Source: an optimization exercise on an open RTL-to-GDS flow (aim: small area, a short achievable clock period and few clock cycles per item). Production flows keep margins and buffers that such runs may drop.
Only the layout flow was run in this run; the RTL was not checked for function there.

==> config.mk <==
export PLATFORM = sky130hd
export DESIGN_NAME = simple_cpu_top
export DESIGN_NICKNAME = simple_cpu_top
export VERILOG_FILES = /design/flow/design.v
export SDC_FILE = /design/flow/constraint.sdc
export NUM_CORES = 4
export LEC_CHECK = 0
export CAP_MARGIN = 20
export CORE_MARGIN = 2
export CORE_UTILIZATION = 40
export SLEW_MARGIN = 20
export SYNTH_HIERARCHICAL = 1
export SYNTH_MINIMUM_KEEP_SIZE = 0
==> constraint.sdc <==
create_clock -name core_clock -period 5.0 [get_ports {clk}]
set_input_delay 1.0000 -clock core_clock [delete_from_list [all_inputs] [get_ports {clk}]]
set_output_delay 1.0000 -clock core_clock [all_outputs]
set_load 0.01 [all_outputs]
==> design.v <==
module simple_datapath #(
    parameter BIT_WIDTH = 16
)(
    input wire [BIT_WIDTH-1:0] a,
    input wire [BIT_WIDTH-1:0] b,
    output wire [BIT_WIDTH-1:0] p
);
    wire w1 = a[0] & b[0];
    wire w2 = a[1] & b[0];
    wire w3 = a[2] & b[0];
    wire w4 = a[3] & b[0];
    wire w5 = a[4] & b[0];
    wire w6 = a[5] & b[0];
    wire w7 = a[6] & b[0];
    wire w8 = a[7] & b[0];
    wire w9 = a[8] & b[0];
    wire w10 = a[9] & b[0];
    wire w11 = a[10] & b[0];
    wire w12 = a[11] & b[0];
    wire w13 = a[12] & b[0];
    wire w14 = a[13] & b[0];
    wire w15 = a[14] & b[0];
    wire w16 = a[15] & b[0];
    wire w17 = a[0] & b[1];
    wire w18 = a[1] & b[1];
    wire w19 = a[2] & b[1];
    wire w20 = a[3] & b[1];
    wire w21 = a[4] & b[1];
    wire w22 = a[5] & b[1];
    wire w23 = a[6] & b[1];
    wire w24 = a[7] & b[1];
    wire w25 = a[8] & b[1];
    wire w26 = a[9] & b[1];
    wire w27 = a[10] & b[1];
    wire w28 = a[11] & b[1];
    wire w29 = a[12] & b[1];
    wire w30 = a[13] & b[1];
    wire w31 = a[14] & b[1];
    wire w32 = a[0] & b[2];
    wire w33 = a[1] & b[2];
    wire w34 = a[2] & b[2];
    wire w35 = a[3] & b[2];
    wire w36 = a[4] & b[2];
    wire w37 = a[5] & b[2];
    wire w38 = a[6] & b[2];
    wire w39 = a[7] & b[2];
    wire w40 = a[8] & b[2];
    wire w41 = a[9] & b[2];
    wire w42 = a[10] & b[2];
    wire w43 = a[11] & b[2];
    wire w44 = a[12] & b[2];
    wire w45 = a[13] & b[2];
    wire w46 = a[0] & b[3];
    wire w47 = a[1] & b[3];
    wire w48 = a[2] & b[3];
    wire w49 = a[3] & b[3];
    wire w50 = a[4] & b[3];
    wire w51 = a[5] & b[3];
    wire w52 = a[6] & b[3];
    wire w53 = a[7] & b[3];
    wire w54 = a[8] & b[3];
    wire w55 = a[9] & b[3];
    wire w56 = a[10] & b[3];
    wire w57 = a[11] & b[3];
    wire w58 = a[12] & b[3];
    wire w59 = a[0] & b[4];
    wire w60 = a[1] & b[4];
    wire w61 = a[2] & b[4];
    wire w62 = a[3] & b[4];
    wire w63 = a[4] & b[4];
    wire w64 = a[5] & b[4];
    wire w65 = a[6] & b[4];
    wire w66 = a[7] & b[4];
    wire w67 = a[8] & b[4];
    wire w68 = a[9] & b[4];
    wire w69 = a[10] & b[4];
    wire w70 = a[11] & b[4];
    wire w71 = a[0] & b[5];
    wire w72 = a[1] & b[5];
    wire w73 = a[2] & b[5];
    wire w74 = a[3] & b[5];
    wire w75 = a[4] & b[5];
    wire w76 = a[5] & b[5];
    wire w77 = a[6] & b[5];
    wire w78 = a[7] & b[5];
    wire w79 = a[8] & b[5];
    wire w80 = a[9] & b[5];
    wire w81 = a[10] & b[5];
    wire w82 = a[0] & b[6];
    wire w83 = a[1] & b[6];
    wire w84 = a[2] & b[6];
    wire w85 = a[3] & b[6];
    wire w86 = a[4] & b[6];
    wire w87 = a[5] & b[6];
    wire w88 = a[6] & b[6];
    wire w89 = a[7] & b[6];
    wire w90 = a[8] & b[6];
    wire w91 = a[9] & b[6];
    wire w92 = a[0] & b[7];
    wire w93 = a[1] & b[7];
    wire w94 = a[2] & b[7];
    wire w95 = a[3] & b[7];
    wire w96 = a[4] & b[7];
    wire w97 = a[5] & b[7];
    wire w98 = a[6] & b[7];
    wire w99 = a[7] & b[7];
    wire w100 = a[8] & b[7];
    wire w101 = a[0] & b[8];
    wire w102 = a[1] & b[8];
    wire w103 = a[2] & b[8];
    wire w104 = a[3] & b[8];
    wire w105 = a[4] & b[8];
    wire w106 = a[5] & b[8];
    wire w107 = a[6] & b[8];
    wire w108 = a[7] & b[8];
    wire w109 = a[0] & b[9];
    wire w110 = a[1] & b[9];
    wire w111 = a[2] & b[9];
    wire w112 = a[3] & b[9];
    wire w113 = a[4] & b[9];
    wire w114 = a[5] & b[9];
    wire w115 = a[6] & b[9];
    wire w116 = a[0] & b[10];
    wire w117 = a[1] & b[10];
    wire w118 = a[2] & b[10];
    wire w119 = a[3] & b[10];
    wire w120 = a[4] & b[10];
    wire w121 = a[5] & b[10];
    wire w122 = a[0] & b[11];
    wire w123 = a[1] & b[11];
    wire w124 = a[2] & b[11];
    wire w125 = a[3] & b[11];
    wire w126 = a[4] & b[11];
    wire w127 = a[0] & b[12];
    wire w128 = a[1] & b[12];
    wire w129 = a[2] & b[12];
    wire w130 = a[3] & b[12];
    wire w131 = a[0] & b[13];
    wire w132 = a[1] & b[13];
    wire w133 = a[2] & b[13];
    wire w134 = a[0] & b[14];
    wire w135 = a[1] & b[14];
    wire w136 = a[0] & b[15];
    wire w137, w138;
    mul_ha u1 (.x(w18), .y(w3), .s(w137), .c(w138));
    wire w139, w140;
    wire w141;
    mul_x2 u2 (.x(w19), .y(w33), .s(w141));
    mul_x2 u3 (.x(w141), .y(w4), .s(w139));
    mul_maj u4 (.x(w19), .y(w33), .z(w4), .c(w140));
    wire w142, w143;
    mul_ha u5 (.x(w46), .y(w138), .s(w142), .c(w143));
    wire w144, w145;
    wire w146;
    mul_x2 u6 (.x(w20), .y(w34), .s(w146));
    mul_x2 u7 (.x(w146), .y(w47), .s(w144));
    mul_maj u8 (.x(w20), .y(w34), .z(w47), .c(w145));
    wire w147, w148;
    wire w149;
    mul_x2 u9 (.x(w5), .y(w59), .s(w149));
    mul_x2 u10 (.x(w149), .y(w140), .s(w147));
    mul_maj u11 (.x(w5), .y(w59), .z(w140), .c(w148));
    wire w150, w151;
    mul_ha u12 (.x(w144), .y(w143), .s(w150), .c(w151));
    wire w152, w153;
    wire w154;
    mul_x2 u13 (.x(w21), .y(w35), .s(w154));
    mul_x2 u14 (.x(w154), .y(w48), .s(w152));
    mul_maj u15 (.x(w21), .y(w35), .z(w48), .c(w153));
    wire w155, w156;
    wire w157;
    mul_x2 u16 (.x(w6), .y(w60), .s(w157));
    mul_x2 u17 (.x(w157), .y(w71), .s(w155));
    mul_maj u18 (.x(w6), .y(w60), .z(w71), .c(w156));
    wire w158, w159;
    wire w160;
    mul_x2 u19 (.x(w145), .y(w152), .s(w160));
    mul_x2 u20 (.x(w160), .y(w155), .s(w158));
    mul_maj u21 (.x(w145), .y(w152), .z(w155), .c(w159));
    wire w161, w162;
    mul_ha u22 (.x(w151), .y(w148), .s(w161), .c(w162));
    wire w163, w164;
    wire w165;
    mul_x2 u23 (.x(w22), .y(w36), .s(w165));
    mul_x2 u24 (.x(w165), .y(w49), .s(w163));
    mul_maj u25 (.x(w22), .y(w36), .z(w49), .c(w164));
    wire w166, w167;
    wire w168;
    mul_x2 u26 (.x(w61), .y(w7), .s(w168));
    mul_x2 u27 (.x(w168), .y(w72), .s(w166));
    mul_maj u28 (.x(w61), .y(w7), .z(w72), .c(w167));
    wire w169, w170;
    wire w171;
    mul_x2 u29 (.x(w82), .y(w153), .s(w171));
    mul_x2 u30 (.x(w171), .y(w156), .s(w169));
    mul_maj u31 (.x(w82), .y(w153), .z(w156), .c(w170));
    wire w172, w173;
    wire w174;
    mul_x2 u32 (.x(w163), .y(w166), .s(w174));
    mul_x2 u33 (.x(w174), .y(w159), .s(w172));
    mul_maj u34 (.x(w163), .y(w166), .z(w159), .c(w173));
    wire w175, w176;
    mul_ha u35 (.x(w169), .y(w172), .s(w175), .c(w176));
    wire w177, w178;
    wire w179;
    mul_x2 u36 (.x(w23), .y(w37), .s(w179));
    mul_x2 u37 (.x(w179), .y(w50), .s(w177));
    mul_maj u38 (.x(w23), .y(w37), .z(w50), .c(w178));
    wire w180, w181;
    wire w182;
    mul_x2 u39 (.x(w62), .y(w73), .s(w182));
    mul_x2 u40 (.x(w182), .y(w8), .s(w180));
    mul_maj u41 (.x(w62), .y(w73), .z(w8), .c(w181));
    wire w183, w184;
    wire w185;
    mul_x2 u42 (.x(w83), .y(w92), .s(w185));
    mul_x2 u43 (.x(w185), .y(w164), .s(w183));
    mul_maj u44 (.x(w83), .y(w92), .z(w164), .c(w184));
    wire w186, w187;
    wire w188;
    mul_x2 u45 (.x(w167), .y(w177), .s(w188));
    mul_x2 u46 (.x(w188), .y(w180), .s(w186));
    mul_maj u47 (.x(w167), .y(w177), .z(w180), .c(w187));
    wire w189, w190;
    wire w191;
    mul_x2 u48 (.x(w183), .y(w170), .s(w191));
    mul_x2 u49 (.x(w191), .y(w186), .s(w189));
    mul_maj u50 (.x(w183), .y(w170), .z(w186), .c(w190));
    wire w192, w193;
    mul_ha u51 (.x(w173), .y(w189), .s(w192), .c(w193));
    wire w194, w195;
    wire w196;
    mul_x2 u52 (.x(w101), .y(w24), .s(w196));
    mul_x2 u53 (.x(w196), .y(w38), .s(w194));
    mul_maj u54 (.x(w101), .y(w24), .z(w38), .c(w195));
    wire w197, w198;
    wire w199;
    mul_x2 u55 (.x(w51), .y(w63), .s(w199));
    mul_x2 u56 (.x(w199), .y(w74), .s(w197));
    mul_maj u57 (.x(w51), .y(w63), .z(w74), .c(w198));
    wire w200, w201;
    wire w202;
    mul_x2 u58 (.x(w84), .y(w9), .s(w202));
    mul_x2 u59 (.x(w202), .y(w93), .s(w200));
    mul_maj u60 (.x(w84), .y(w9), .z(w93), .c(w201));
    wire w203, w204;
    wire w205;
    mul_x2 u61 (.x(w178), .y(w181), .s(w205));
    mul_x2 u62 (.x(w205), .y(w194), .s(w203));
    mul_maj u63 (.x(w178), .y(w181), .z(w194), .c(w204));
    wire w206, w207;
    wire w208;
    mul_x2 u64 (.x(w197), .y(w200), .s(w208));
    mul_x2 u65 (.x(w208), .y(w184), .s(w206));
    mul_maj u66 (.x(w197), .y(w200), .z(w184), .c(w207));
    wire w209, w210;
    wire w211;
    mul_x2 u67 (.x(w187), .y(w203), .s(w211));
    mul_x2 u68 (.x(w211), .y(w206), .s(w209));
    mul_maj u69 (.x(w187), .y(w203), .z(w206), .c(w210));
    wire w212, w213;
    mul_ha u70 (.x(w190), .y(w209), .s(w212), .c(w213));
    wire w214, w215;
    wire w216;
    mul_x2 u71 (.x(w10), .y(w102), .s(w216));
    mul_x2 u72 (.x(w216), .y(w109), .s(w214));
    mul_maj u73 (.x(w10), .y(w102), .z(w109), .c(w215));
    wire w217, w218;
    wire w219;
    mul_x2 u74 (.x(w25), .y(w39), .s(w219));
    mul_x2 u75 (.x(w219), .y(w52), .s(w217));
    mul_maj u76 (.x(w25), .y(w39), .z(w52), .c(w218));
    wire w220, w221;
    wire w222;
    mul_x2 u77 (.x(w64), .y(w75), .s(w222));
    mul_x2 u78 (.x(w222), .y(w85), .s(w220));
    mul_maj u79 (.x(w64), .y(w75), .z(w85), .c(w221));
    wire w223, w224;
    wire w225;
    mul_x2 u80 (.x(w94), .y(w195), .s(w225));
    mul_x2 u81 (.x(w225), .y(w198), .s(w223));
    mul_maj u82 (.x(w94), .y(w195), .z(w198), .c(w224));
    wire w226, w227;
    wire w228;
    mul_x2 u83 (.x(w201), .y(w214), .s(w228));
    mul_x2 u84 (.x(w228), .y(w217), .s(w226));
    mul_maj u85 (.x(w201), .y(w214), .z(w217), .c(w227));
    wire w229, w230;
    wire w231;
    mul_x2 u86 (.x(w220), .y(w204), .s(w231));
    mul_x2 u87 (.x(w231), .y(w223), .s(w229));
    mul_maj u88 (.x(w220), .y(w204), .z(w223), .c(w230));
    wire w232, w233;
    wire w234;
    mul_x2 u89 (.x(w226), .y(w207), .s(w234));
    mul_x2 u90 (.x(w234), .y(w229), .s(w232));
    mul_maj u91 (.x(w226), .y(w207), .z(w229), .c(w233));
    wire w235, w236;
    mul_ha u92 (.x(w210), .y(w213), .s(w235), .c(w236));
    wire w237, w238;
    wire w239;
    mul_x2 u93 (.x(w103), .y(w11), .s(w239));
    mul_x2 u94 (.x(w239), .y(w110), .s(w237));
    mul_maj u95 (.x(w103), .y(w11), .z(w110), .c(w238));
    wire w240, w241;
    wire w242;
    mul_x2 u96 (.x(w116), .y(w26), .s(w242));
    mul_x2 u97 (.x(w242), .y(w40), .s(w240));
    mul_maj u98 (.x(w116), .y(w26), .z(w40), .c(w241));
    wire w243, w244;
    wire w245;
    mul_x2 u99 (.x(w53), .y(w65), .s(w245));
    mul_x2 u100 (.x(w245), .y(w76), .s(w243));
    mul_maj u101 (.x(w53), .y(w65), .z(w76), .c(w244));
    wire w246, w247;
    wire w248;
    mul_x2 u102 (.x(w86), .y(w95), .s(w248));
    mul_x2 u103 (.x(w248), .y(w215), .s(w246));
    mul_maj u104 (.x(w86), .y(w95), .z(w215), .c(w247));
    wire w249, w250;
    wire w251;
    mul_x2 u105 (.x(w218), .y(w221), .s(w251));
    mul_x2 u106 (.x(w251), .y(w237), .s(w249));
    mul_maj u107 (.x(w218), .y(w221), .z(w237), .c(w250));
    wire w252, w253;
    wire w254;
    mul_x2 u108 (.x(w240), .y(w243), .s(w254));
    mul_x2 u109 (.x(w254), .y(w246), .s(w252));
    mul_maj u110 (.x(w240), .y(w243), .z(w246), .c(w253));
    wire w255, w256;
    wire w257;
    mul_x2 u111 (.x(w224), .y(w227), .s(w257));
    mul_x2 u112 (.x(w257), .y(w249), .s(w255));
    mul_maj u113 (.x(w224), .y(w227), .z(w249), .c(w256));
    wire w258, w259;
    wire w260;
    mul_x2 u114 (.x(w252), .y(w230), .s(w260));
    mul_x2 u115 (.x(w260), .y(w255), .s(w258));
    mul_maj u116 (.x(w252), .y(w230), .z(w255), .c(w259));
    wire w261, w262;
    mul_ha u117 (.x(w233), .y(w258), .s(w261), .c(w262));
    wire w263, w264;
    wire w265;
    mul_x2 u118 (.x(w104), .y(w111), .s(w265));
    mul_x2 u119 (.x(w265), .y(w117), .s(w263));
    mul_maj u120 (.x(w104), .y(w111), .z(w117), .c(w264));
    wire w266, w267;
    wire w268;
    mul_x2 u121 (.x(w12), .y(w122), .s(w268));
    mul_x2 u122 (.x(w268), .y(w27), .s(w266));
    mul_maj u123 (.x(w12), .y(w122), .z(w27), .c(w267));
    wire w269, w270;
    wire w271;
    mul_x2 u124 (.x(w41), .y(w54), .s(w271));
    mul_x2 u125 (.x(w271), .y(w66), .s(w269));
    mul_maj u126 (.x(w41), .y(w54), .z(w66), .c(w270));
    wire w272, w273;
    wire w274;
    mul_x2 u127 (.x(w77), .y(w87), .s(w274));
    mul_x2 u128 (.x(w274), .y(w96), .s(w272));
    mul_maj u129 (.x(w77), .y(w87), .z(w96), .c(w273));
    wire w275, w276;
    wire w277;
    mul_x2 u130 (.x(w238), .y(w241), .s(w277));
    mul_x2 u131 (.x(w277), .y(w244), .s(w275));
    mul_maj u132 (.x(w238), .y(w241), .z(w244), .c(w276));
    wire w278, w279;
    wire w280;
    mul_x2 u133 (.x(w263), .y(w266), .s(w280));
    mul_x2 u134 (.x(w280), .y(w269), .s(w278));
    mul_maj u135 (.x(w263), .y(w266), .z(w269), .c(w279));
    wire w281, w282;
    wire w283;
    mul_x2 u136 (.x(w272), .y(w247), .s(w283));
    mul_x2 u137 (.x(w283), .y(w250), .s(w281));
    mul_maj u138 (.x(w272), .y(w247), .z(w250), .c(w282));
    wire w284, w285;
    wire w286;
    mul_x2 u139 (.x(w275), .y(w278), .s(w286));
    mul_x2 u140 (.x(w286), .y(w253), .s(w284));
    mul_maj u141 (.x(w275), .y(w278), .z(w253), .c(w285));
    wire w287, w288;
    wire w289;
    mul_x2 u142 (.x(w256), .y(w281), .s(w289));
    mul_x2 u143 (.x(w289), .y(w284), .s(w287));
    mul_maj u144 (.x(w256), .y(w281), .z(w284), .c(w288));
    wire w290, w291;
    mul_ha u145 (.x(w259), .y(w287), .s(w290), .c(w291));
    wire w292, w293;
    wire w294;
    mul_x2 u146 (.x(w105), .y(w112), .s(w294));
    mul_x2 u147 (.x(w294), .y(w118), .s(w292));
    mul_maj u148 (.x(w105), .y(w112), .z(w118), .c(w293));
    wire w295, w296;
    wire w297;
    mul_x2 u149 (.x(w123), .y(w127), .s(w297));
    mul_x2 u150 (.x(w297), .y(w13), .s(w295));
    mul_maj u151 (.x(w123), .y(w127), .z(w13), .c(w296));
    wire w298, w299;
    wire w300;
    mul_x2 u152 (.x(w28), .y(w42), .s(w300));
    mul_x2 u153 (.x(w300), .y(w55), .s(w298));
    mul_maj u154 (.x(w28), .y(w42), .z(w55), .c(w299));
    wire w301, w302;
    wire w303;
    mul_x2 u155 (.x(w67), .y(w78), .s(w303));
    mul_x2 u156 (.x(w303), .y(w88), .s(w301));
    mul_maj u157 (.x(w67), .y(w78), .z(w88), .c(w302));
    wire w304, w305;
    wire w306;
    mul_x2 u158 (.x(w97), .y(w264), .s(w306));
    mul_x2 u159 (.x(w306), .y(w267), .s(w304));
    mul_maj u160 (.x(w97), .y(w264), .z(w267), .c(w305));
    wire w307, w308;
    wire w309;
    mul_x2 u161 (.x(w270), .y(w273), .s(w309));
    mul_x2 u162 (.x(w309), .y(w292), .s(w307));
    mul_maj u163 (.x(w270), .y(w273), .z(w292), .c(w308));
    wire w310, w311;
    wire w312;
    mul_x2 u164 (.x(w295), .y(w298), .s(w312));
    mul_x2 u165 (.x(w312), .y(w301), .s(w310));
    mul_maj u166 (.x(w295), .y(w298), .z(w301), .c(w311));
    wire w313, w314;
    wire w315;
    mul_x2 u167 (.x(w276), .y(w279), .s(w315));
    mul_x2 u168 (.x(w315), .y(w304), .s(w313));
    mul_maj u169 (.x(w276), .y(w279), .z(w304), .c(w314));
    wire w316, w317;
    wire w318;
    mul_x2 u170 (.x(w307), .y(w310), .s(w318));
    mul_x2 u171 (.x(w318), .y(w282), .s(w316));
    mul_maj u172 (.x(w307), .y(w310), .z(w282), .c(w317));
    wire w319, w320;
    wire w321;
    mul_x2 u173 (.x(w313), .y(w285), .s(w321));
    mul_x2 u174 (.x(w321), .y(w316), .s(w319));
    mul_maj u175 (.x(w313), .y(w285), .z(w316), .c(w320));
    wire w322, w323;
    mul_ha u176 (.x(w288), .y(w319), .s(w322), .c(w323));
    wire w324, w325;
    wire w326;
    mul_x2 u177 (.x(w106), .y(w113), .s(w326));
    mul_x2 u178 (.x(w326), .y(w119), .s(w324));
    mul_maj u179 (.x(w106), .y(w113), .z(w119), .c(w325));
    wire w327, w328;
    wire w329;
    mul_x2 u180 (.x(w124), .y(w128), .s(w329));
    mul_x2 u181 (.x(w329), .y(w131), .s(w327));
    mul_maj u182 (.x(w124), .y(w128), .z(w131), .c(w328));
    wire w330, w331;
    wire w332;
    mul_x2 u183 (.x(w14), .y(w29), .s(w332));
    mul_x2 u184 (.x(w332), .y(w43), .s(w330));
    mul_maj u185 (.x(w14), .y(w29), .z(w43), .c(w331));
    wire w333, w334;
    wire w335;
    mul_x2 u186 (.x(w56), .y(w68), .s(w335));
    mul_x2 u187 (.x(w335), .y(w79), .s(w333));
    mul_maj u188 (.x(w56), .y(w68), .z(w79), .c(w334));
    wire w336, w337;
    wire w338;
    mul_x2 u189 (.x(w89), .y(w98), .s(w338));
    mul_x2 u190 (.x(w338), .y(w293), .s(w336));
    mul_maj u191 (.x(w89), .y(w98), .z(w293), .c(w337));
    wire w339, w340;
    wire w341;
    mul_x2 u192 (.x(w296), .y(w299), .s(w341));
    mul_x2 u193 (.x(w341), .y(w302), .s(w339));
    mul_maj u194 (.x(w296), .y(w299), .z(w302), .c(w340));
    wire w342, w343;
    wire w344;
    mul_x2 u195 (.x(w324), .y(w327), .s(w344));
    mul_x2 u196 (.x(w344), .y(w330), .s(w342));
    mul_maj u197 (.x(w324), .y(w327), .z(w330), .c(w343));
    wire w345, w346;
    wire w347;
    mul_x2 u198 (.x(w333), .y(w336), .s(w347));
    mul_x2 u199 (.x(w347), .y(w305), .s(w345));
    mul_maj u200 (.x(w333), .y(w336), .z(w305), .c(w346));
    wire w348, w349;
    wire w350;
    mul_x2 u201 (.x(w308), .y(w311), .s(w350));
    mul_x2 u202 (.x(w350), .y(w339), .s(w348));
    mul_maj u203 (.x(w308), .y(w311), .z(w339), .c(w349));
    wire w351, w352;
    wire w353;
    mul_x2 u204 (.x(w342), .y(w345), .s(w353));
    mul_x2 u205 (.x(w353), .y(w314), .s(w351));
    mul_maj u206 (.x(w342), .y(w345), .z(w314), .c(w352));
    wire w354, w355;
    wire w356;
    mul_x2 u207 (.x(w348), .y(w351), .s(w356));
    mul_x2 u208 (.x(w356), .y(w317), .s(w354));
    mul_maj u209 (.x(w348), .y(w351), .z(w317), .c(w355));
    wire w357, w358;
    mul_ha u210 (.x(w320), .y(w354), .s(w357), .c(w358));
    wire w359, w360;
    wire w361;
    mul_x2 u211 (.x(w107), .y(w114), .s(w361));
    mul_x2 u212 (.x(w361), .y(w120), .s(w359));
    mul_maj u213 (.x(w107), .y(w114), .z(w120), .c(w360));
    wire w362, w363;
    wire w364;
    mul_x2 u214 (.x(w125), .y(w129), .s(w364));
    mul_x2 u215 (.x(w364), .y(w132), .s(w362));
    mul_maj u216 (.x(w125), .y(w129), .z(w132), .c(w363));
    wire w365, w366;
    wire w367;
    mul_x2 u217 (.x(w134), .y(w15), .s(w367));
    mul_x2 u218 (.x(w367), .y(w30), .s(w365));
    mul_maj u219 (.x(w134), .y(w15), .z(w30), .c(w366));
    wire w368, w369;
    wire w370;
    mul_x2 u220 (.x(w44), .y(w57), .s(w370));
    mul_x2 u221 (.x(w370), .y(w69), .s(w368));
    mul_maj u222 (.x(w44), .y(w57), .z(w69), .c(w369));
    wire w371, w372;
    wire w373;
    mul_x2 u223 (.x(w80), .y(w90), .s(w373));
    mul_x2 u224 (.x(w373), .y(w99), .s(w371));
    mul_maj u225 (.x(w80), .y(w90), .z(w99), .c(w372));
    wire w374, w375;
    wire w376;
    mul_x2 u226 (.x(w325), .y(w328), .s(w376));
    mul_x2 u227 (.x(w376), .y(w331), .s(w374));
    mul_maj u228 (.x(w325), .y(w328), .z(w331), .c(w375));
    wire w377, w378;
    wire w379;
    mul_x2 u229 (.x(w334), .y(w359), .s(w379));
    mul_x2 u230 (.x(w379), .y(w362), .s(w377));
    mul_maj u231 (.x(w334), .y(w359), .z(w362), .c(w378));
    wire w380, w381;
    wire w382;
    mul_x2 u232 (.x(w365), .y(w368), .s(w382));
    mul_x2 u233 (.x(w382), .y(w371), .s(w380));
    mul_maj u234 (.x(w365), .y(w368), .z(w371), .c(w381));
    wire w383, w384;
    wire w385;
    mul_x2 u235 (.x(w337), .y(w340), .s(w385));
    mul_x2 u236 (.x(w385), .y(w343), .s(w383));
    mul_maj u237 (.x(w337), .y(w340), .z(w343), .c(w384));
    wire w386, w387;
    wire w388;
    mul_x2 u238 (.x(w374), .y(w377), .s(w388));
    mul_x2 u239 (.x(w388), .y(w380), .s(w386));
    mul_maj u240 (.x(w374), .y(w377), .z(w380), .c(w387));
    wire w389, w390;
    wire w391;
    mul_x2 u241 (.x(w346), .y(w349), .s(w391));
    mul_x2 u242 (.x(w391), .y(w383), .s(w389));
    mul_maj u243 (.x(w346), .y(w349), .z(w383), .c(w390));
    wire w392, w393;
    wire w394;
    mul_x2 u244 (.x(w386), .y(w352), .s(w394));
    mul_x2 u245 (.x(w394), .y(w389), .s(w392));
    mul_maj u246 (.x(w386), .y(w352), .z(w389), .c(w393));
    wire w395, w396;
    mul_ha u247 (.x(w355), .y(w392), .s(w395), .c(w396));
    wire w397;
    mul_x2 u248 (.x(w100), .y(w108), .s(w397));
    wire w398;
    mul_x2 u249 (.x(w115), .y(w121), .s(w398));
    wire w399;
    mul_x2 u250 (.x(w126), .y(w130), .s(w399));
    wire w400;
    mul_x2 u251 (.x(w133), .y(w135), .s(w400));
    wire w401;
    mul_x2 u252 (.x(w136), .y(w16), .s(w401));
    wire w402;
    mul_x2 u253 (.x(w31), .y(w45), .s(w402));
    wire w403;
    mul_x2 u254 (.x(w58), .y(w70), .s(w403));
    wire w404;
    mul_x2 u255 (.x(w81), .y(w91), .s(w404));
    wire w405;
    mul_x2 u256 (.x(w397), .y(w398), .s(w405));
    wire w406;
    mul_x2 u257 (.x(w399), .y(w400), .s(w406));
    wire w407;
    mul_x2 u258 (.x(w401), .y(w402), .s(w407));
    wire w408;
    mul_x2 u259 (.x(w403), .y(w404), .s(w408));
    wire w409;
    mul_x2 u260 (.x(w360), .y(w363), .s(w409));
    wire w410;
    mul_x2 u261 (.x(w366), .y(w369), .s(w410));
    wire w411;
    mul_x2 u262 (.x(w372), .y(w405), .s(w411));
    wire w412;
    mul_x2 u263 (.x(w406), .y(w407), .s(w412));
    wire w413;
    mul_x2 u264 (.x(w408), .y(w409), .s(w413));
    wire w414;
    mul_x2 u265 (.x(w410), .y(w411), .s(w414));
    wire w415;
    mul_x2 u266 (.x(w412), .y(w375), .s(w415));
    wire w416;
    mul_x2 u267 (.x(w378), .y(w381), .s(w416));
    wire w417;
    mul_x2 u268 (.x(w413), .y(w414), .s(w417));
    wire w418;
    mul_x2 u269 (.x(w415), .y(w416), .s(w418));
    wire w419;
    mul_x2 u270 (.x(w417), .y(w384), .s(w419));
    wire w420;
    mul_x2 u271 (.x(w387), .y(w418), .s(w420));
    wire w421;
    mul_x2 u272 (.x(w419), .y(w420), .s(w421));
    wire w422;
    mul_x2 u273 (.x(w421), .y(w390), .s(w422));
    wire w423;
    mul_x2 u274 (.x(w422), .y(w393), .s(w423));
    wire w424;
    mul_x2 u275 (.x(w423), .y(w396), .s(w424));
    wire w425, w426;
    mul_ha u276 (.x(w17), .y(w2), .s(w425), .c(w426));
    wire w427, w428;
    mul_ha u277 (.x(w32), .y(w137), .s(w427), .c(w428));
    wire w429, w430;
    mul_ha u278 (.x(w139), .y(w142), .s(w429), .c(w430));
    wire w431, w432;
    mul_ha u279 (.x(w147), .y(w150), .s(w431), .c(w432));
    wire w433, w434;
    mul_ha u280 (.x(w158), .y(w161), .s(w433), .c(w434));
    wire w435, w436;
    mul_ha u281 (.x(w162), .y(w175), .s(w435), .c(w436));
    wire w437, w438;
    mul_ha u282 (.x(w176), .y(w192), .s(w437), .c(w438));
    wire w439, w440;
    mul_ha u283 (.x(w193), .y(w212), .s(w439), .c(w440));
    wire w441, w442;
    mul_ha u284 (.x(w232), .y(w235), .s(w441), .c(w442));
    wire w443, w444;
    mul_ha u285 (.x(w236), .y(w261), .s(w443), .c(w444));
    wire w445, w446;
    mul_ha u286 (.x(w262), .y(w290), .s(w445), .c(w446));
    wire w447, w448;
    mul_ha u287 (.x(w291), .y(w322), .s(w447), .c(w448));
    wire w449, w450;
    mul_ha u288 (.x(w323), .y(w357), .s(w449), .c(w450));
    wire w451, w452;
    mul_ha u289 (.x(w358), .y(w395), .s(w451), .c(w452));
    wire w453;
    mul_ao u290 (.g(w428), .p(w427), .ci(w426), .co(w453));
    wire w454;
    mul_ao u291 (.g(w430), .p(w429), .ci(w453), .co(w454));
    wire w455;
    mul_ao u292 (.g(w432), .p(w431), .ci(w454), .co(w455));
    wire w456;
    mul_ao u293 (.g(w434), .p(w433), .ci(w455), .co(w456));
    wire w457;
    mul_ao u294 (.g(w436), .p(w435), .ci(w456), .co(w457));
    wire w458;
    mul_ao u295 (.g(w438), .p(w437), .ci(w457), .co(w458));
    wire w459;
    mul_ao u296 (.g(w440), .p(w439), .ci(w458), .co(w459));
    wire w460;
    mul_ao u297 (.g(w442), .p(w441), .ci(w459), .co(w460));
    wire w461;
    mul_ao u298 (.g(w446), .p(w445), .ci(w444), .co(w461));
    wire w462 = w445 & w443;
    wire w463;
    mul_ao u299 (.g(w450), .p(w449), .ci(w448), .co(w463));
    wire w464 = w449 & w447;
    wire w465;
    mul_ao u300 (.g(w448), .p(w447), .ci(w461), .co(w465));
    wire w466 = w447 & w462;
    wire w467;
    mul_ao u301 (.g(w463), .p(w464), .ci(w461), .co(w467));
    wire w468 = w464 & w462;
    wire w469;
    mul_ao u302 (.g(w452), .p(w451), .ci(w467), .co(w469));
    wire w470 = w451 & w468;
    wire w471;
    mul_ao u303 (.g(w444), .p(w443), .ci(w460), .co(w471));
    wire w472;
    mul_ao u304 (.g(w461), .p(w462), .ci(w460), .co(w472));
    wire w473;
    mul_ao u305 (.g(w465), .p(w466), .ci(w460), .co(w473));
    wire w474;
    mul_ao u306 (.g(w467), .p(w468), .ci(w460), .co(w474));
    wire w475;
    mul_ao u307 (.g(w469), .p(w470), .ci(w460), .co(w475));
    assign p[0] = w1 ^ 1'b0;
    assign p[1] = w425 ^ 1'b0;
    assign p[2] = w427 ^ w426;
    assign p[3] = w429 ^ w453;
    assign p[4] = w431 ^ w454;
    assign p[5] = w433 ^ w455;
    assign p[6] = w435 ^ w456;
    assign p[7] = w437 ^ w457;
    assign p[8] = w439 ^ w458;
    assign p[9] = w441 ^ w459;
    assign p[10] = w443 ^ w460;
    assign p[11] = w445 ^ w471;
    assign p[12] = w447 ^ w472;
    assign p[13] = w449 ^ w473;
    assign p[14] = w451 ^ w474;
    assign p[15] = w424 ^ w475;
endmodule
module mul_fa (
    input wire x, y, z,
    output wire s, c
);
    assign s = x ^ y ^ z;
    assign c = (x & y) | (x & z) | (y & z);
endmodule
module mul_ha (
    input wire x, y,
    output wire s, c
);
    assign s = x ^ y;
    assign c = x & y;
endmodule
module mul_ao (
    input wire g, p, ci,
    output wire co
);
    assign co = g | (p & ci);
endmodule
module mul_maj (
    input wire x, y, z,
    output wire c
);
    assign c = (x & y) | (x & z) | (y & z);
endmodule
module mul_x2 (
    input wire x, y,
    output wire s
);
    assign s = x ^ y;
endmodule
module simple_control (
    input wire clk,
    input wire rst_n,
    input wire start,
    output reg done
);
    always @(posedge clk or negedge rst_n) begin
        if (!rst_n)
            done <= 1'b0;
        else if (start)
            done <= 1'b1;
    end
endmodule
module simple_cpu_top #(
    parameter BIT_WIDTH = 16,
    parameter PROGRAM_FILE = "program.mem"
)(
    input wire clk,
    input wire rst_n,
    input wire start,
    input wire [BIT_WIDTH-1:0] operand_a,
    input wire [BIT_WIDTH-1:0] operand_b,
    output wire [BIT_WIDTH-1:0] result,
    output wire done
);
    wire [BIT_WIDTH-1:0] product;
    simple_datapath #(.BIT_WIDTH(BIT_WIDTH)) datapath (
        .a(operand_a), .b(operand_b), .p(product)
    );
    simple_control control (
        .clk(clk), .rst_n(rst_n), .start(start), .done(done)
    );
    reg [BIT_WIDTH-1:0] result_r;
    always @(posedge clk)
        if (start) result_r <= product;
    assign result = result_r;
endmodule
==> run.sh <==
#!/bin/bash
# synth_recipe.tcl (not shown) runs the flow's synth.tcl, then flattens the netlist and writes it again
# the make line also repeats each setting of config.mk as NAME=value (left out here)
make -C /OpenROAD-flow-scripts/flow DESIGN_CONFIG=/design/flow/config.mk WORK_HOME=/design/flow/orfs CLKGATE_MAP_FILE= SYNTH_SCRIPT=/design/flow/synth_recipe.tcl finish
==> results.cfg <==
[yosys]
post_synth_num_cell_types = 12
avgSynthCellArea_um2 = 9.22
syn_area_mm2 = 0.00456
yosysSeqAreaShare = 0.111
netlist_instances = 494
yosysMostFrequentCell = xor2_1
syn_nets = 556
synth_top_cell_by_area = xor2_1
synth_commonest_cells = xor2_1, and2_1, maj3_2, ha_1, a21o_1
ys_seq_elements = 17
synthArstFlopShare = 0.0588
yosysWarningCount = 8
yosysTopAreaCellShare = 0.381
synth_area_leaders = xor2_1, maj3_2, and2_1, edfxtp_1, ha_1
synth_edf_count = 16
synth_ff_type = edfxtp_1

[power_and_ir_drop]
power_density_mw_per_mm2 = 427
internal_power_mw = 1.61
peakVddDrop_mv = 0.522
power.leakage_nw = 3.46
combPwrFrac = 0.815
clkPwrFrac = 0.064
swShare = 0.402
seqPwrFrac = 0.121
totalPowerFinal_mw = 2.69
netSwitchingPower_mw = 1.08

[floorplanning]
num_io_pins = 52
core-area_mm2 = 0.0110
die_w_um = 111
start_util = 0.415
die_h_um = 111
rows = 38
die_area_mm2 = 0.0123

[routing]
drc_errors = 0
wl_mm = 11.1
vias_per_cell = 4.76
dr_total_vias = 3842
routedWlPerCell_um = 13.8
first_pass_iters = 4
antenna_left = 0
initialDrtViolationCount = 154

[sta]
period_minus_slack_ns = 4.79
period_share = 0.958
drv_slew = 0
clock.fmax_ghz = 0.209
hold_violations = 0
tightest_slew_ns = 0.833
clock_skew_ns = 0
whs_ns = 0.457
setup-tns-final_ns = 0
slew_headroom = 0.443
setup_violations = 0

[grt]
grt_pass1_vias = 4046
grt_pass1_wl_mm = 18.9
grt_overflow = 0
grtUsageTotal = 0.184
grt_antenna_before_repair = 0
grt_max_degree = 18

[layout]
drive_above_1_share = 0.327
postLayoutCellArea_mm2 = 0.00631
area_delta_synth_final_pct = 38.4
final_util = 0.574
diodes = 0
layout.nets = 730
fill_cells = 1019

[critical_path]
cp_num_buf_inv = 3
cp.arrival_ns = 4.79
slowest_delay_ns = 0.47
path_max_fanout = 5
crit_chain = clkdlybuf4s50_1, buf_4, buf_4, and2_1, maj3_2, maj3_2, maj3_2, xor2_1, xor2_1, ha_1, ha_1, a21o_1, a21o_1, a21o_1, a21o_1, xor2_1
cp-end-kind = flop
crit_slowest_cell = clkdlybuf4s50_1
timing.critical_path.mode_cell = a21o_1
critPathKind = primary input to flop
required_ns = 5.00
start_kind = primary input
critical_path_cell_count = 16
r2r_cells = 1
crit_family = adder cells

[clock_network]
cts_max_level = 1
clock_latency_ns = 0.25
cts_tree = yes
numCtsBuffers = 3
clock-sinks = 17
clk_pin_slew_worst_paths_ns = 0.05
hold_buffers = 0
cts_buffer_depth = 2
root_buffer = clkbuf_16

[run]
cap_viol_max_count = 0

[worst_hold_path]
min_path_cells = 1
min_path_type = flop to flop

[placement]
hpwlAfterDp_mm = 9.65
postPlaceCellArea_mm2 = 0.00614
io_buffers = 51
routabilityCongestion = 0.845

[outcome]
status = finished clean
[cell families (layout without fill, tap and decap cells)]
group,Yosys count,after routing,synth area share
xor+xnor,198,198,0.381
flops,17,17,0.111
fa+ha+maj,105,105,0.267
buf+inv,14,187,0.0165
simple gates,142,142,0.195
compound gates,18,18,0.0297
[worst paths after layout]
path                       slack, ns                     start                       end
max in group asynchronous       4.02                     rst_n  control.done$_DFFE_PN0P_
min in group asynchronous       0.89                     rst_n  control.done$_DFFE_PN0P_
setup / recovery                0.21              operand_b[6]    result_r[15]$_DFFE_PP_
hold / removal                  0.46  control.done$_DFFE_PN0P_  control.done$_DFFE_PN0P_
setup reg to reg                4.30  control.done$_DFFE_PN0P_  control.done$_DFFE_PN0P_
hold reg to reg                 0.46  control.done$_DFFE_PN0P_  control.done$_DFFE_PN0P_
[through the flow]
stage	std cells	setup slack, ns
after global routing	807	-0.0000164
after floorplan	494	0.397
after detailed placement	801	-0.238
after CTS	805	0.0170
final	807	0.212
after global placement	801	-0.159
[power groups by stage]
stage               registers [mW]  logic [mW]  clock network (mW)
finish                       0.326        2.20               0.171
detailed placement           0.329        2.15                   0
global route                 0.332        2.43               0.182
CTS                          0.327        2.17               0.176
global placement             0.329        2.09                   0
floorplan                    0.360        1.37                   0
[registers in the layout, summed over array words and instances (netlist names)]
register / count
result_r: 16
control.done: 1
[per-layer routing]
layer | part of all wire | wire length (µm) | vias up | global-route usage
met5 | 0 | 0 | - | 0
met4 | 0.010 | 114 | 0 | 0.0275
met3 | 0.026 | 293 | 6 | 0.0235
met2 | 0.51 | 5670 | 62 | 0.346
met1 | 0.45 | 5020 | 1790 | 0.228
li1 | - | - | 1984 | -
[cell usage in the layout, fill, tap and decap left out]
cell	Yosys	layout
a21o_1	18	18
and2_1	139	137
and2_4	0	2
and3_1	1	1
and4_1	1	1
buf_4	2	132
clkbuf_1	0	1
clkbuf_16	0	3
clkdlybuf4s50_1	0	36
dfrtp_1	1	1
dlymetal6s2s_1	0	15
edfxtp_1	16	16
ha_1	27	26
ha_4	0	1
maj3_2	78	78
or2_1	1	1
xor2_1	198	196
xor2_2	0	2
[modules after synthesis (local to each module, per instance), excerpt]
module,times used,flip-flops and latches,cells inside,cell area (µm²)
simple_cpu_top,1,16,16,480
simple_control,1,1,2,31.3
mul_ha,27,0,1,12.5
mul_maj,78,0,1,11.3
mul_x2,184,0,1,8.76
mul_ao,18,0,1,7.51
[timing repair]
action,CTS,global route
resized for setup,0,20
buffers inserted,0,2
setup endpoints to repair,0,2
[final cells by class]
cell class              count  area [µm²]  share of cell area
well taps                 140         175              0.0278
flip-flops and latches     17         505              0.0801
multi-input cells         463        4010               0.636
clock buffers               4        78.8              0.0125
repair buffers            183        1540               0.244

==> re-timing with driven ports <==
How much do the figures lean on ideal ports? The routed layout below was timed once more, with nothing changed but the port constraints.
Step 1, drivers: a clkbuf_16 drives clk and a buf_2 each remaining input, both assumed.
Step 2 adds t to the input delays and takes it off the output delays; t is the mean of the earliest and latest rising clock arrival at the registers after step 1. Input paths then give back, and output paths get back, about the clock's delay inside the block.
a / b / c = ideal ports / drivers / drivers and shift; a / b = the first two.
shift t [ns]: 0.287
setup slack, ns: 0.212 / 0.223 / -0.064
hold slack, ns: 0.457 / 0.457 / 0.457
clock arrival spread, ns: 0.005 / 0.006
worst slew at a driven data input, ns: 0.03
Met with ideal ports but missed after step 2: setup timing in this run. The setup slack of this run moves by +0.011 ns with the drivers and by -0.276 ns with both steps.
